From an optimization exercise on the open Yosys and OpenROAD flow, aimed at small area; shortcuts taken in it are not production practice. In this exercise RTL edits were held to simulation tests only and were not proved equivalent to the original. Power and IR drop assume default switching activity.

--- config.mk ---
export PLATFORM = sky130hd
export DESIGN_NAME = display
export DESIGN_NICKNAME = display
export VERILOG_FILES = /design/flow/design.v
export SDC_FILE = /design/flow/constraint.sdc
export NUM_CORES = 4
export LEC_CHECK = 0
export CAP_MARGIN = 20
export CORE_MARGIN = 2
export CORE_UTILIZATION = 40
export SLEW_MARGIN = 20
--- constraint.sdc ---
create_clock -name core_clock -period 10.0 [get_ports {clk}]
set_input_delay 2.0000 -clock core_clock [delete_from_list [all_inputs] [get_ports {clk}]]
set_output_delay 2.0000 -clock core_clock [all_outputs]
set_load 0.01 [all_outputs]
--- design.v ---
`timescale 1ns / 1ps
module Clock(
    clkAdj, clkReg, clkFast, clkBlink,
    clk, rst
    );
    output       clkAdj;
    output       clkReg;
    output       clkFast;
    output       clkBlink;
    input        clk;
    input        rst;
    localparam REG_DIV   = 2000;
    localparam ADJ_DIV   = 1000;
    localparam BLINK_DIV = 400;
    localparam FAST_DIV  = 20;
    reg qAdj, qReg, qFast, qBlink;
    integer regCounter;
    integer adjCounter;
    integer blinkCounter;
    integer fastCounter;  
    assign clkReg   = (regCounter == REG_DIV) && !qReg;
    assign clkAdj   = (adjCounter == ADJ_DIV) && !qAdj;
    assign clkBlink = (blinkCounter == BLINK_DIV) && !qBlink;
    assign clkFast  = (fastCounter == FAST_DIV) && !qFast;
    always @ (posedge clk)
        begin
            if (rst)
                begin
                    qReg <= 0;
                    qAdj <= 0;
                    qBlink <= 0;
                    qFast <= 0;
                    regCounter <= 0;
                    adjCounter <= 0;
                    blinkCounter <= 0;
                    fastCounter <= 0;
                end
            else
                begin
                    if (regCounter == REG_DIV)
                        begin
                            qReg <= ~qReg;
                            regCounter <= 1;
                        end
                    else
                        regCounter <= regCounter + 1;
                    if (adjCounter == ADJ_DIV)
                        begin
                            qAdj <= ~qAdj;
                            adjCounter <= 1;
                        end
                    else
                        adjCounter <= adjCounter + 1;
                    if (blinkCounter == BLINK_DIV)
                        begin
                            qBlink <= ~qBlink;
                            blinkCounter <= 1;
                        end
                    else
                        blinkCounter <= blinkCounter + 1;
                    if (fastCounter == FAST_DIV)
                        begin
                            qFast <= ~qFast;
                            fastCounter <= 1;
                        end
                    else
                        fastCounter <= fastCounter + 1;
                end
        end
endmodule
`timescale 1ns / 1ps
module display (
input wire clk,
input wire rst,
input wire btnU, btnL, btnR, btnD, btnP,
output reg hsync, vsync,
output reg [3:0] red, green, blue,
output wire [6:0] seg,
output wire [3:0] an
);
wire clkAdj, clkReg, clkFast, clkBlink;
   Clock clock_ (
          .clkAdj                  (clkAdj), 
          .clkReg                  (clkReg), 
          .clkFast                 (clkFast), 
          .clkBlink                (clkBlink),
          .clk                       (clk),
          .rst                       (rst));
reg [9:0] hcount;
reg [9:0] vcount;
reg [1:0] counter;
reg enable;
wire square_on, maze_on, collision, ghost_on, dots_on;
    reg [3:0]  digit0;    
    reg [3:0]  anode;
    reg [1:0]  index;
    reg [6:0]  segreg;
        reg dot1;  
    reg dot2;
    reg dot3;
    reg pse;
    reg btnP_q;
    assign seg = ~segreg;
    assign an = ~anode;
	function [6:0] segments (input [3:0] digit);
       begin
        case (digit)
            4'b0000 : segments = 7'b0111111;
            4'b0001 : segments = 7'b0000110;
            4'b0010 : segments = 7'b1011011;
            4'b0011 : segments = 7'b1001111;
            4'b0100 : segments = 7'b1100110;
            4'b0101 : segments = 7'b1101101;
            4'b0110 : segments = 7'b1111101;
            4'b0111 : segments = 7'b0000111;
            4'b1000 : segments = 7'b1111111;
            4'b1001 : segments = 7'b1100111;
            default : segments = 7'b1111001;
        endcase
       end
   endfunction
   always @ (posedge clk)
        begin
          if (rst)
            digit0 <= 0;
          else if (clkBlink)
            digit0 <= dot1 + dot2 + dot3;
        end
   always @ (posedge clk)
          begin
            if (rst)
              begin
                index <= 0;
                anode <= 0;
                segreg <= 0;
              end
            else if (clkFast)
              begin
                index <= index + 1;
                anode <= 0;
                anode[index] <= 1;
                segreg <= segments(index == 0 ? digit0 : 4'd0);
              end
         end
always @ (posedge clk)
begin
  if (rst)
  begin
    counter <= 0;
    enable <= 0;
  end
  else if (counter == 3)
  begin
    counter <= 1'b0;
    enable <= 1'b1;
  end
  else
  begin
    counter <= counter + 1'b1;
    enable <= 1'b0;
  end
end
always @(posedge clk)
begin
  if (rst)
  begin
    hcount <= 0;
    vcount <= 0;
    hsync <= 0;
    vsync <= 0;
  end
  else if (enable == 1)
  begin
    if(hcount == 799)
    begin
      hcount <= 0;
      if(vcount == 524)
        vcount <= 0;
      else 
        vcount <= vcount+1'b1;
    end
    else
      hcount <= hcount+1'b1;
  if (vcount >= 490 && vcount < 492) 
    vsync <= 1'b0;
  else
    vsync <= 1'b1;
  if (hcount >= 656 && hcount < 752) 
    hsync <= 1'b0;
  else
    hsync <= 1'b1;
  end
end
    localparam T_W = 50;  
    localparam T_H = 50;  
    reg [9:0] ph;
    reg [9:0] pv;
    reg [9:0] gh;
    reg [9:0] gv;
    localparam WALL_W = 10;
    localparam WALL_H = 400;
    localparam NEW_W = 50 + WALL_W;
    function maze (input [9:0] hcount, vcount);
        begin
         maze = (hcount >= 50) && (hcount < 50 + WALL_W) && (vcount >= 50) && (vcount < 50 + WALL_H) ||
                (hcount >= 50 + WALL_H) && (hcount < 50 + WALL_H + WALL_W) && (vcount >= 50) && (vcount < 50 + WALL_H) ||
                (vcount >= 50) && (vcount <= 50 + WALL_W) && (hcount >= 50) && (hcount <= 50 + WALL_H) ||
                (vcount >= 50 + WALL_H) && (vcount <= 50 + WALL_H + WALL_W) && (hcount >= 50) && (hcount <= 50 + WALL_H + WALL_W) ||
                (hcount >= NEW_W + 60) && (hcount <= NEW_W + 140) && (vcount >= NEW_W + 60) && (vcount <= NEW_W + 60 + WALL_W) ||
                (vcount >= NEW_W + 60) && (vcount <= NEW_W + 140) && (hcount >= NEW_W + 60) && (hcount <= NEW_W + 60 + WALL_W) ||
                (hcount >= NEW_W + 60) && (hcount <= NEW_W +140) && (vcount >= NEW_W + 310) && (vcount <= NEW_W + 310 + WALL_W) ||
                (vcount >= NEW_W + 240) && (vcount <= NEW_W + 320) && (hcount >= NEW_W + 60) && (hcount <= NEW_W + 60 + WALL_W) ||
                (hcount >= NEW_W + 240) && (hcount <= NEW_W + 320) && (vcount >= NEW_W + 60) && (vcount <= NEW_W + 60 + WALL_W) ||
                (vcount >= NEW_W + 60) && (vcount <= NEW_W + 140) && (hcount >= NEW_W + 310) && (hcount <= NEW_W + 310 + WALL_W) ||
                (hcount >= NEW_W + 240) && (hcount <= NEW_W +320) && (vcount >= NEW_W + 310) && (vcount <= NEW_W + 310 + WALL_W) ||
                (vcount >= NEW_W + 240) && (vcount <= NEW_W + 320) && (hcount >= NEW_W + 310) && (hcount <= NEW_W + 310 + WALL_W) ||
                (vcount >= NEW_W + 140) && (vcount <= NEW_W + 240) && (hcount >= NEW_W + 140) && (hcount <= NEW_W + 140 + WALL_W) ||
                (hcount >= NEW_W + 140) && (hcount <= NEW_W + 240) && (vcount >= NEW_W + 230) && (vcount <= NEW_W + 230 + WALL_W) || 
                (vcount >= NEW_W + 140) && (vcount <= NEW_W + 240) && (hcount >= NEW_W + 230) && (hcount <= NEW_W + 230 + WALL_W)                            
        ;
        end
    endfunction
    assign maze_on = maze(hcount, vcount);
    localparam DOT_W = 16;
    assign dots_on = dots(hcount, vcount);
    function dots (input [9:0] hcount, vcount);
    begin
        dots = (hcount >= NEW_W + 22) && (hcount < NEW_W + 22 + DOT_W) && (vcount >= NEW_W + 22) && (vcount < NEW_W + 22 + DOT_W) && !dot1
        || (hcount >= NEW_W + 22) && (hcount <= NEW_W + 22 + DOT_W) && (vcount >= NEW_W + 212) && (vcount <= NEW_W + 212 +  DOT_W)  && !dot2
        || (hcount >= NEW_W + 212) && (hcount <= NEW_W + 212 + DOT_W) && (vcount >= NEW_W + 22) && (vcount <= NEW_W + 22 +  DOT_W) && !dot3
        ;
    end
    endfunction
    function hit (input[9:0] ph, pv, gh, gv, delta);
        begin
            hit = 0;
            if (ph >= gh && ph - gh < delta)
            begin
                if (pv >= gv && pv - gv < delta)
                            hit = 1;
                else if (gv >= pv && gv - pv < delta)
                            hit = 1;
            end
            else if (gh >= ph && gh - ph < delta)
            begin
                    if (pv >= gv && pv - gv < delta)
                        hit = 1;
                    else if (gv >= pv && gv - pv < delta)
                        hit = 1;
            end
            else
                hit = 0;
        end
    endfunction
    function hitDot (input[9:0] ph, pv, gh, gv, delta);
        begin
            hitDot = 0;
            if (ph > gh && ph - gh < delta)
            begin
                if ( gv > pv && gv - pv < T_W)
                    hitDot = 1;
                else if (pv > gv && pv - gv < delta)
                    hitDot = 1;
            end
            else if (gh > ph && gh - ph < T_W)
            begin
                if (pv > gv && pv - gv < delta) 
                    hitDot = 1;  
                else if (gv > pv && gv - pv < T_W)
                    hitDot = 1;
            end
            else if (gv > pv && gv - pv < T_W)
            begin
                if (gh > ph && gh - ph < T_W)
                    hitDot = 1;
                else if (ph > gh && ph - gh < delta)
                    hitDot = 1;
            end
            else if (pv > gv && pv - gv < delta)
            begin
               if (gh > ph && gh - ph < T_W)
                   hitDot = 1;
               else if (ph > gh && ph - gh < delta)
                   hitDot = 1;
            end
            else
                hitDot = 0;
        end
    endfunction
    assign collision = hit(ph, pv, gh, gv, T_W);  
    function pacman (input [9:0] hcount, vcount);
        begin
         pacman = (hcount >= ph) && (hcount < ph + T_W) &&
                           (vcount >= pv) && (vcount < pv + T_H);
        end
    endfunction
    assign square_on = pacman(hcount, vcount);
    function ghost (input [9:0] hcount, vcount);
        begin
         ghost = (hcount >= gh) && (hcount < gh + T_W) &&
                           (vcount >= gv) && (vcount < gv + T_H);
        end
    endfunction
    assign ghost_on = ghost(hcount, vcount);
    localparam LEFT = 2'b10;
    localparam RIGHT = 2'b01;
    localparam UP = 2'b00;
    localparam DOWN = 2'b11;
    reg [1:0] dir_reg, dir_next;
        always @(posedge clk)
        if (rst)
            dir_reg     <= UP;
        else
            dir_reg     <= dir_next;
    always @(posedge clk)
        if (rst)
        begin
            btnP_q <= 0;
            pse <= 0;
        end
        else
        begin
            btnP_q <= btnP;
            if (btnP && !btnP_q)
                pse <= pse + 1;
        end
    always @*
        begin
        dir_next <= dir_reg;    
        if(btnL && !btnR)      
            dir_next <= LEFT;  
        if(btnR && !btnL)      
            dir_next <= RIGHT;
        if (btnU && !btnD)     
            dir_next <= UP;
        if (btnD && !btnU)     
            dir_next <= DOWN;
        end
    integer gcount;  
    always @ (posedge clk)
        if (rst)
        begin
            gcount <= 0;
            gh <= 400;
            gv <= 200;
        end
        else if (clkFast)
        begin
            if (gcount == 15)
            begin
                gcount <= 0;
                if (pse == 0)
                begin
                if (gv < pv && !maze(gh, gv + T_W + 1) && !maze(gh + 10, gv + T_W + 1)&& !maze(gh + 20, gv + T_W + 1) && !maze(gh + 30, gv + T_W + 1) && !maze(gh + 40, gv + T_W + 1) && !maze(gh + 50, gv + T_W + 1))  
                    gv <= gv + 1;
                else if (gh > ph && !maze(gh - 1, gv) && !maze(gh - 1, gv + 10) && !maze(gh - 1, gv + 20) && !maze(gh - 1, gv + 30) && !maze(gh - 1, gv + 40) && !maze(gh - 1, gv + 50))
                    gh <= gh - 1;
                else if (gv > pv && !maze(gh, gv - 1) && !maze(gh + 10, gv - 1)&& !maze(gh + 20, gv - 1) && !maze(gh + 30, gv - 1) && !maze(gh + 40, gv - 1) && !maze(gh + 50, gv - 1))
                    gv <= gv - 1;
                else if (gh < ph && !maze(gh + T_W + 1, gv) && !maze(gh + T_W + 1, gv + 10)&& !maze(gh + T_W + 1, gv + 20) && !maze(gh + T_W + 1, gv + 30) && !maze(gh + T_W + 1, gv + 40)&& !maze(gh + T_W + 1, gv + 50))
                    gh <= gh + 1;
                else if (!maze(gh, gv + T_W + 1) && !maze(gh + 10, gv + T_W + 1)&& !maze(gh + 20, gv + T_W + 1) && !maze(gh + 30, gv + T_W + 1) && !maze(gh + 40, gv + T_W + 1) && !maze(gh + 50, gv + T_W + 1))  
                    gv <= gv + 1;
                else if (!maze(gh - 1, gv) && !maze(gh - 1, gv + 10) && !maze(gh - 1, gv + 20) && !maze(gh - 1, gv + 30) && !maze(gh - 1, gv + 40) && !maze(gh - 1, gv + 50))
                    gh <= gh - 1;
                else if (!maze(gh, gv - 1) && !maze(gh + 10, gv - 1)&& !maze(gh + 20, gv - 1) && !maze(gh + 30, gv - 1) && !maze(gh + 40, gv - 1) && !maze(gh + 50, gv - 1))
                    gv <= gv - 1;
                else if (!maze(gh + T_W + 1, gv) && !maze(gh + T_W + 1, gv + 10)&& !maze(gh + T_W + 1, gv + 20) && !maze(gh + T_W + 1, gv + 30) && !maze(gh + T_W + 1, gv + 40)&& !maze(gh + T_W + 1, gv + 50))
                    gh <= gh + 1;
                end
            end
            else
                gcount <= gcount + 1;
        end
    always @ (posedge clk)
        if (rst)
        begin
            ph <= 300;
            pv <= 300;
            dot1 <= 0;
            dot2 <= 0;
            dot3 <= 0;
        end
        else if (clkFast)
        begin
            case(dir_reg)
                RIGHT: if (pse == 0 && !collision)
                        begin
                            if (!maze(ph + T_W + 1, pv) && !maze(ph + T_W + 1, pv + 10)&& !maze(ph + T_W + 1, pv + 20) && !maze(ph + T_W + 1, pv + 30) && !maze(ph + T_W + 1, pv + 40)&& !maze(ph + T_W + 1, pv + 50))  
                                ph <= ph + 1;
                        end
                LEFT:  if (pse == 0 && !collision)
                        begin
                            if (!maze(ph - 1, pv) && !maze(ph - 1, pv + 10) && !maze(ph - 1, pv + 20) && !maze(ph - 1, pv + 30) && !maze(ph - 1, pv + 40) && !maze(ph - 1, pv + 50))
                                ph <= ph - 1;
                        end
                UP:    if (pse == 0 && !collision) 
                        begin
                            if (!maze(ph, pv - 1) && !maze(ph + 10, pv - 1)&& !maze(ph + 20, pv - 1) && !maze(ph + 30, pv - 1) && !maze(ph + 40, pv - 1) && !maze(ph + 50, pv - 1))
                                pv <= pv - 1;
                        end
                DOWN:  if (pse == 0 && !collision) 
                        begin
                            if (!maze(ph, pv + T_W + 1) && !maze(ph + 10, pv + T_W + 1)&& !maze(ph + 20, pv + T_W + 1) && !maze(ph + 30, pv + T_W + 1) && !maze(ph + 40, pv + T_W + 1) && !maze(ph + 50, pv + T_W + 1))
                                pv <= pv + 1;
                        end
            endcase
            if (hitDot(ph, pv, NEW_W + 22, NEW_W + 22, DOT_W))  
                dot1 <= 1;
            if (hitDot(ph, pv, NEW_W + 22, NEW_W + 212, DOT_W))  
                dot2 <= 1;
            if (hitDot(ph, pv, NEW_W + 212, NEW_W + 22, DOT_W))  
                dot3 <= 1;
        end
always @ (posedge clk)
begin
  if (rst)
  begin
    red <= 0;
    green <= 0;
    blue <= 0;
  end
  else if (enable)
  begin
    if (ghost_on)
    begin
        red <= 0;
        blue <= 3'b111;
        green <= 3'b111;
    end
    else if (square_on && collision)  
    begin
        red <= 3'b111;
        blue <= 0;
        green <= 3'b001;
    end
    else if (square_on)  
        begin
            red <= 3'b111;
            blue <= 3'b000;
            green <= 3'b111;
        end
    else if (maze_on)  
    begin
        red <= 3'b000;
        blue <= 3'b111;
        green <= 3'b000;
    end
    else if (dots_on)  
    begin
        red <= 3'b111;
        green <= 3'b101;
        blue <= 3'b110;
    end
    else 
    begin
      green <= 3'b000;
      blue <= 2'b00; 
      red <= 3'b000;
    end
  end 
end 
endmodule
--- run.sh ---
#!/bin/bash
# synth_recipe.tcl (not shown) runs the flow's synth.tcl, then flattens the netlist and writes it again
# the make line also repeats each setting of config.mk as NAME=value (left out here)
make -C /OpenROAD-flow-scripts/flow DESIGN_CONFIG=/design/flow/config.mk WORK_HOME=/design/flow/orfs CLKGATE_MAP_FILE= SYNTH_SCRIPT=/design/flow/synth_recipe.tcl finish
==> summary.txt <==
* Final TNS setup at 0 ps
* Largest family of logic cells by synthesized area: simple AND/OR/NAND/NOR gates
* Final setup fails at 0
* Setup crit end kind: register
* Initial antenna violation count at 1
* Crit path arrival time at 7030 ps
* Post-synth EDFFs at 0
* Total congestion overflow at 0
* Chip Width at ~300 um
* DRC at 0
* Port Buffers at 28
* Final WL at about 140,000 um
* Mux cell area share after synthesis at under 10%
* Layout Utilization at between 40% and 50%
* Clock-pin transition on the worst setup and hold timing paths at about 80 ps
* Outcome: complete, no violations
* Clock Skews at between 20 and 25 ps
* Htree depth at 4
* Avg Cell Area, Syn at about 6.9 sq um
* Largest net degree at the start of global routing at 70
* Skew-Pair Late Insertion Delay at about 480 ps
* Cells after Synth at approximately 5.0k
* Die area at around 0.088 sq mm
* Num CTS Buffers at 17
* Core Rows at between 100 and 150
* I/O pins at 32
* First-pass GRT wire length at approximately 220,000 um
* Final period utilization at roughly two thirds
* Root buffer cell: clkbuf_16
* Worst Reg-to-Reg Cells at 14
* Most frequent cells in the layout: nor2_1 (498), nand2_1 (404), a21oi_1 (314), o21ai_0 (267), ha_1 (224)
* Fin. Hold Viols at 0
* Max Slew Vio Count at 0
* ANT nets after route at 0
* Inserted Diodes at 0
* Core area at between 0.08 and 0.09 sq mm
* CP required at just over 10,000 ps
* Area grow syn2layout at 4.005%
* Layout cells sized above 1 at around 6.4%
* Max Freq at around 150 MHz
* Synth Area in Compound Gates at 31.87%
* DR vias at approximately 40k
* Die Ht at a little under 300 um
* Max cap viols at 0
* # clock sinks at 190
* WL/cell at 23.64 um
* Seq cells post-synth at 190
* Initial DRC Count at 5,044
* Leakage Power at between 10 and 15 nW
* Sequential share of the synthesized area at about 11%
* Power per cell area at about 66 mW/mm^2
* Initial core utilization at 40.35%
* Post-CTS Setup Inserts at 0
* Cts repair resizes at 0
* First-pass iteration count of the detailed router at 7
* Post-synth top flop: dfxtp_1
* Slew @ Worst Pin at 1103 ps
* Worst min path class: reg -> reg
* Post-synthesis xor/xnor area fraction at under 10%
* Worst Hold Depth at 1
* Final Wtd Congestion at 1.045
* CTS tree: done
* Regs by FF count: clock_.blinkCounter (32), clock_.fastCounter (32), gcount (32)
* Vias in the first global route at about 36k
* Kind of critical path: reg -> reg
* Nets at approximately 5k
* R2R setup slack at 3340 ps
* Vias per inst at 6.724
* Detail Placement HPWL at roughly 100,000 um
* Post-CTS Hold Fix Bufs at 0
* CTS Buffer Depth at 2
* Maximum vdd drop at ~0.00012 V
* Slew HR at between 20% and 30%
* Fin crit period at between 6000 and 7000 ps
* Max FO, Critical Path at 22
* Async set-or-reset flop fraction in the synthesized netlist at 0%
* Simple-gate area share of the yosys netlist at 32.34%
* Gr usage total at a little under a third
* Setup crit start kind: register
* Adder-cell share of the synthesized area at roughly 8.5%
* Unrepaired setup endpoints after global routing: no
* Post-Syn Area at 0.03430 sq mm
* Yosys Warn Count at 2
* Most common library cell in the layout ignoring fill and taps: nor2_1
* Yosys cell types at ~130
worst paths after layout:
| check | end | start |
|---|---|---|
| hold / removal | counter[0] | counter[0] |
| setup / recovery | gv[0] | gh[2] |
| setup reg to reg | gv[0] | gh[2] |
| hold reg to reg | counter[0] | counter[0] |
stage by stage:
stage	setup WS, ps	hold WS (ps)	area, sq um	instances	power, mW
floorplan	5006	408.2	34310	4973	1.418
global placement	3647	421.4	35060	5884	1.632
detailed placement	3638	425.0	35060	5884	1.627
CTS	3604	441.8	35660	5916	2.347
global route	3038	471.4	35670	5916	2.470
finish	3341	438.5	35670	5916	2.359
synthesized netlist by cell type, types with 39 or more instances:
master,instances,area [sq um]
a211oi_1,61,457.9
a21o_1,87,653.1
a21oi_1,314,1572
a31oi_1,89,556.8
and2_1,57,356.6
and3_1,66,412.9
buf_1,39,146.4
buf_2,84,420.4
clkbuf_1,176,660.6
dfxtp_1,190,3804
ha_1,224,2803
inv_1,111,416.7
nand2_1,405,1520
nand2b_1,73,456.7
nand3_1,221,1106
nand4_1,116,725.7
nor2_1,498,1869
nor2b_1,66,412.9
nor3_1,213,1066
nor4_1,109,681.9
o2111ai_1,44,385.4
o211ai_1,62,465.5
o21a_1,40,300.3
o21ai_0,268,1341
o22ai_1,57,356.6
o31ai_1,47,352.8
or3_1,69,431.7
xnor2_1,213,1866
xor2_1,100,875.8
report_power, final:
group          internal, mW  total (mW)  switching (mW)
combinational         0.287       0.848           0.561
clock                 0.358       0.716           0.358
sequential            0.767       0.795          0.0283
total                  1.41        2.36           0.947
cell type report:
cell class / instances / area (sq um)
clock buffers: 18 / 429.2
flip-flops and latches: 190 / 3820
multi-input cells: 4308 / 28480
well taps: 1144 / 1431
clock inverters: 14 / 165.2
repair buffers: 99 / 810.8
fillers: 8894 / 49340
inverters: 143 / 536.8
worst max-delay path: stages, from the launching register on:
cell and delay, ps:
dfxtp_1 780, inv_1 510, ha_1 720, inv_1 270, nand2_1 140, or4_1 520, and3_1 180, o221a_2 290
nor4_1 790, nand2_1 160, a41o_1 240, or3_4 470, nor3_4 810, o21ai_0 320, mux2_2 330
layer usage:
layer / global-route usage, % / routed length [um] / vias up
li1: - / - / 18410
met1: 40.93 / 59850 / 18760
met2: 46.29 / 60590 / 2226
met3: 5.347 / 13130 / 387
met4: 12.94 / 6289 / 2
met5: 0 / 18 / -
cells by family after synthesis:
kind of cell | Yosys count
AOI/OAI and AO/OA | 1560
xor gates and xnor gates | 324
adders and majority gates | 229
buffers and inverters | 475
DFF | 190
muxes | 53
other | 1
and+or+nand+nor | 2139

## afterwards: timing with drivers on the ports
In the flow no input, the clock included, has a driving cell. The finished layout below was timed again as built, in two steps.
Step 1, drivers: a clkbuf_16 drives clk and a buf_2 each remaining input, both assumed.
Step 2, shift: input delay + t, output delay - t, t = (earliest + latest rising clock arrival at the registers) / 2. This alone moves slack from input paths to output paths.
Three values: ideal, step 1, step 2; two values: the first two.
t, ns: 0.532
setup WS [ns]: 3.341 / 3.341 / 3.341
latest minus earliest clock arrival (ns): 0.021 / 0.021
After both steps setup and hold are still met in this run. The setup slack of this run moves by 0.000 ns with the drivers and by 0.000 ns with both steps.
